This design comes from an exercise in tuning for small area and a short achievable clock period on the open sky130 flow, not from production work. No activity file was given, so power comes from the tool's default toggle rates.

== v6 ==
## ArithmaticUnit
module ArithmaticUnit(
		input wire clock_i, isWb_i, enable_i,
		input wire [4:0] wbAddress_i,
		input wire [6:0] opCode_i,
		input wire [15:0] pOperand_i, sOperand_i,
		output reg wbEnable_o,
		output reg [4:0] wbAddress_o,
		output reg [15:0] wbData_o,
		output reg [1:0] statusWriteback_o  
    );
	wire [15:0] P = pOperand_i;
	wire [15:0] S = sOperand_i;
	wire mul = opCode_i[1] & opCode_i[0];
	wire sub = opCode_i[1] & ~opCode_i[0];
	wire as  = opCode_i[1] ^ opCode_i[0];
	wire [7:0] one, two, neg;
	assign one[0] = opCode_i[0] ? (~opCode_i[1] | P[0]) : opCode_i[1];
	assign two[0] = opCode_i[1] & opCode_i[0] & P[1] & ~P[0];
	assign neg[0] = opCode_i[1] & (~opCode_i[0] | P[1]);
	genvar k;
	generate for (k = 1; k < 8; k = k + 1) begin : enc
		assign one[k] = mul & (P[2*k] ^ P[2*k-1]);
		assign two[k] = mul & ((P[2*k+1] & ~P[2*k] & ~P[2*k-1]) | (~P[2*k+1] & P[2*k] & P[2*k-1]));
		assign neg[k] = mul & P[2*k+1];
	end endgenerate
	wire pp0_0_n; pa_nand2 u_pp0_0_n (.a(one[0]), .b(S[0]), .y(pp0_0_n));
	wire pp0_0; pa_xnor2 u_pp0_0 (.a(pp0_0_n), .b(neg[0]), .y(pp0_0));
	wire pp0_1_n; pa_aoi22 u_pp0_1_n (.a(one[0]), .b(S[1]), .c(two[0]), .d(S[0]), .y(pp0_1_n));
	wire pp0_1; pa_xnor2 u_pp0_1 (.a(pp0_1_n), .b(neg[0]), .y(pp0_1));
  ...
Size: roughly 440 cells after synthesis, ~24 flip-flops, roughly 4200 sq um of cells after synthesis.
clock: 8.0 ns
lec_check: 0
cap_margin: 20
core_margin: 2
core_utilization: 50
setup_slack_margin: 2.5
slew_margin: 20
synth_hierarchical: 1
synth_minimum_keep_size: 0
standard.sh (not shown) runs the stock make flow with config.mk's settings and CLKGATE_MAP_FILE= SYNTH_SCRIPT=/design/flow/synth_recipe.tcl, a recipe that flattens the netlist after the stock synthesis.
==> flow/flow/run.sh <==
#!/bin/bash
# Standard ORFS layout, with smaller port buffers and free cell resizing.
set -euo pipefail
bash standard.sh MATCH_CELL_FOOTPRINT=0 ABC_LOAD_IN_FF=1 "BUFFER_PORTS_ARGS=-buffer_cell sky130_fd_sc_hd__buf_1" finish > make_finish.log 2>&1
Input changes introduced in v7 (baseline for comparison: v6):
# v6
export LEC_CHECK = 0
export CAP_MARGIN = 20
export CORE_MARGIN = 2
export CORE_UTILIZATION = 50
export SETUP_SLACK_MARGIN = 2.5
export SLEW_MARGIN = 20
export SYNTH_HIERARCHICAL = 1
export SYNTH_MINIMUM_KEEP_SIZE = 0
create_clock -name core_clock -period 8.0 [get_ports {clock_i}]
# v7
export LEC_CHECK = 0
export CAP_MARGIN = 20
export CORE_MARGIN = 2
export CORE_UTILIZATION = 45
export SETUP_SLACK_MARGIN = 2.5
export SLEW_MARGIN = 20
export SYNTH_HIERARCHICAL = 1
export SYNTH_MINIMUM_KEEP_SIZE = 0
create_clock -name core_clock -period 8.0 [get_ports {clock_i}]
==> run summary <==
- v7 reached the end of the flow, and the finished layout is clean on the timing, design-rule and antenna checks.
- Leakage power went up slightly going from v6 to v7.
- v7 has smallest hold slack above what v6 had.
- v7 vs. v6: critical path depth went up by 1.
- v7 vs v6 — design area climbed slightly
- Against v6, v7 comes in 4 lower on number of gates given a new drive strength after cts.
- Diff v6 -> v7: relative max-transition margin rose 3.5 points; design internal power rose 1.3%; die width rose 5.2%.
No run of this note included a check of the RTL's function; only the layout flow was run.

Setup of v28:
ArithmaticUnit, a different RTL version from the one above (not shown whole).
For scale: ~480 cells after synthesis, about 24 flip-flops, roughly 71 I/O pins, ~4300 um^2 of cells after synthesis.
==> flow/design.v (excerpt) <==
module ArithmaticUnit(
		input wire clock_i, isWb_i, enable_i,
		input wire [4:0] wbAddress_i,
		input wire [6:0] opCode_i,
		input wire [15:0] pOperand_i, sOperand_i,
		output reg wbEnable_o,
		output reg [4:0] wbAddress_o,
		output reg [15:0] wbData_o,
		output reg [1:0] statusWriteback_o  
    );
	wire [15:0] P = pOperand_i;
	wire [15:0] S = sOperand_i;
	wire mul = opCode_i[1] & opCode_i[0];
	wire sub = opCode_i[1] & ~opCode_i[0];
	wire as;   
	pa_xor2 u_as (.a(opCode_i[1]), .b(opCode_i[0]), .y(as));
	wire [7:0] one, two, neg;
	assign one[0] = opCode_i[0] ? (~opCode_i[1] | P[0]) : opCode_i[1];
	assign two[0] = opCode_i[1] & opCode_i[0] & P[1] & ~P[0];
	assign neg[0] = opCode_i[1] & (~opCode_i[0] | P[1]);
	genvar k;
	generate for (k = 1; k < 8; k = k + 1) begin : enc
		assign one[k] = mul & (P[2*k] ^ P[2*k-1]);
		assign two[k] = mul & ((P[2*k+1] & ~P[2*k] & ~P[2*k-1]) | (~P[2*k+1] & P[2*k] & P[2*k-1]));
		assign neg[k] = mul & P[2*k+1];
	end endgenerate
	wire pp0_0_n; pa_nand2 u_pp0_0_n (.a(one[0]), .b(S[0]), .y(pp0_0_n));
	wire pp0_0; pa_xnor2 u_pp0_0 (.a(pp0_0_n), .b(neg[0]), .y(pp0_0));
	wire pp0_1_n; pa_aoi22 u_pp0_1_n (.a(one[0]), .b(S[1]), .c(two[0]), .d(S[0]), .y(pp0_1_n));
	wire pp0_1; pa_xnor2 u_pp0_1 (.a(pp0_1_n), .b(neg[0]), .y(pp0_1));
	wire pp0_2_n; pa_aoi22 u_pp0_2_n (.a(one[0]), .b(S[2]), .c(two[0]), .d(S[1]), .y(pp0_2_n));
	wire pp0_2; pa_xnor2 u_pp0_2 (.a(pp0_2_n), .b(neg[0]), .y(pp0_2));
	wire pp0_3_n; pa_aoi22 u_pp0_3_n (.a(one[0]), .b(S[3]), .c(two[0]), .d(S[2]), .y(pp0_3_n));
	wire pp0_3; pa_xnor2 u_pp0_3 (.a(pp0_3_n), .b(neg[0]), .y(pp0_3));
  ...
==> flow/config.mk <==
export PLATFORM = sky130hd
export DESIGN_NAME = ArithmaticUnit
export DESIGN_NICKNAME = ArithmaticUnit
export VERILOG_FILES = /design/flow/design.v
export SDC_FILE = /design/flow/constraint.sdc
export NUM_CORES = 4
export LEC_CHECK = 0
export CAP_MARGIN = 20
export CORE_MARGIN = 2
export CORE_UTILIZATION = 50
export SETUP_SLACK_MARGIN = 2.5
export SLEW_MARGIN = 20
export SYNTH_HIERARCHICAL = 1
export SYNTH_MINIMUM_KEEP_SIZE = 0
==> flow/constraint.sdc <==
create_clock -name core_clock -period 8.0 [get_ports {clock_i}]
set_input_delay 1.6000 -clock core_clock [delete_from_list [all_inputs] [get_ports {clock_i}]]
set_output_delay 1.6000 -clock core_clock [all_outputs]
set_load 0.01 [all_outputs]
Scripts as last shown in full above: flow/flow/run.sh
Per the final summary, v28 finished and its layout is clean on timing, DRC and antenna.
#### Input delta (v21 over v28)
# v28
export LEC_CHECK = 0
export CAP_MARGIN = 20
export CORE_MARGIN = 2
export CORE_UTILIZATION = 50
export SETUP_SLACK_MARGIN = 2.5
export SLEW_MARGIN = 20
export SYNTH_HIERARCHICAL = 1
export SYNTH_MINIMUM_KEEP_SIZE = 0
create_clock -name core_clock -period 8.0 [get_ports {clock_i}]
# v21
export LEC_CHECK = 0
export CAP_MARGIN = 20
export CORE_MARGIN = 2
export CORE_UTILIZATION = 60
export SETUP_SLACK_MARGIN = 2.5
export SLEW_MARGIN = 20
export SYNTH_HIERARCHICAL = 1
export SYNTH_MINIMUM_KEEP_SIZE = 0
create_clock -name core_clock -period 8.0 [get_ports {clock_i}]
### Flow results
When the final numbers for v21 and v28 were put side by side, the final cell utilization of the core turned out to be smaller in v28. When the final numbers for v21 and v28 were put side by side, the number of global-route vias before repair turned out to be smaller in v21. v21 vs. v28: filler cell count in the final layout went down by 232. Relative to v28, the non-clock buffer count measured on v21 has decreased by a few percent. Taking v28 as the reference point, the multi-input gate share of total cell area of v21 rises by 0.93 points. Measured against each other, v21 and v28 differ in setup slack of the critical path after layout, the lower figure coming from v21. Chip height ended up about 8% lower on v21 than on v28. Relative to v28, total area of multi-input combinational cells has decreased by 31 um^2 in v21. Re number of cells upsized or downsized after cts: v21 and v28 aren't equal, and the lower value belongs to v21. The final critical-path required period of v21 is higher than that of v28. The relative contribution of the clock network to total power number comes out higher for v28 vs v21.
No functional check of the RTL was part of any run of this note.

==> what the ideal ports hide <==
The results above use ideal ports. As a check the final layouts listed here were re-extracted and re-timed, cells and wires unchanged. Step 1 assumes that a clkbuf_16 drives the clock port and a buf_2 every other input. Step 2, shift: input delay + t, output delay - t, t = (earliest + latest rising clock arrival at the registers) / 2. This alone moves slack from input paths to output paths. Slacks: no drivers / after step 1 / after step 2; pairs: no drivers / after step 1.
run | t (ns) | setup WS [ns] | hold slack, ns | latest minus earliest clock arrival (ns) | worst data-port slew with drivers (ns)
v6 | 0.300 | 2.690 / 2.698 / 2.398 | 1.484 / 1.478 / 1.778 | 0.009 / 0.008 | 0.03
v7 | 0.292 | 2.704 / 2.710 / 2.418 | 1.500 / 1.500 / 1.792 | 0.014 / 0.014 | 0.04
v28 | 0.312 | 2.673 / 2.680 / 2.367 | 1.466 / 1.462 / 1.774 | 0.026 / 0.025 | 0.04
v21 | 0.297 | 2.649 / 2.655 / 2.358 | 1.494 / 1.491 / 1.788 | 0.016 / 0.016 | 0.04
After both steps setup and hold are still met in every run listed. For v28, which loses most, drivers alone change the setup slack by +0.007 ns; drivers and shift together by -0.306 ns.
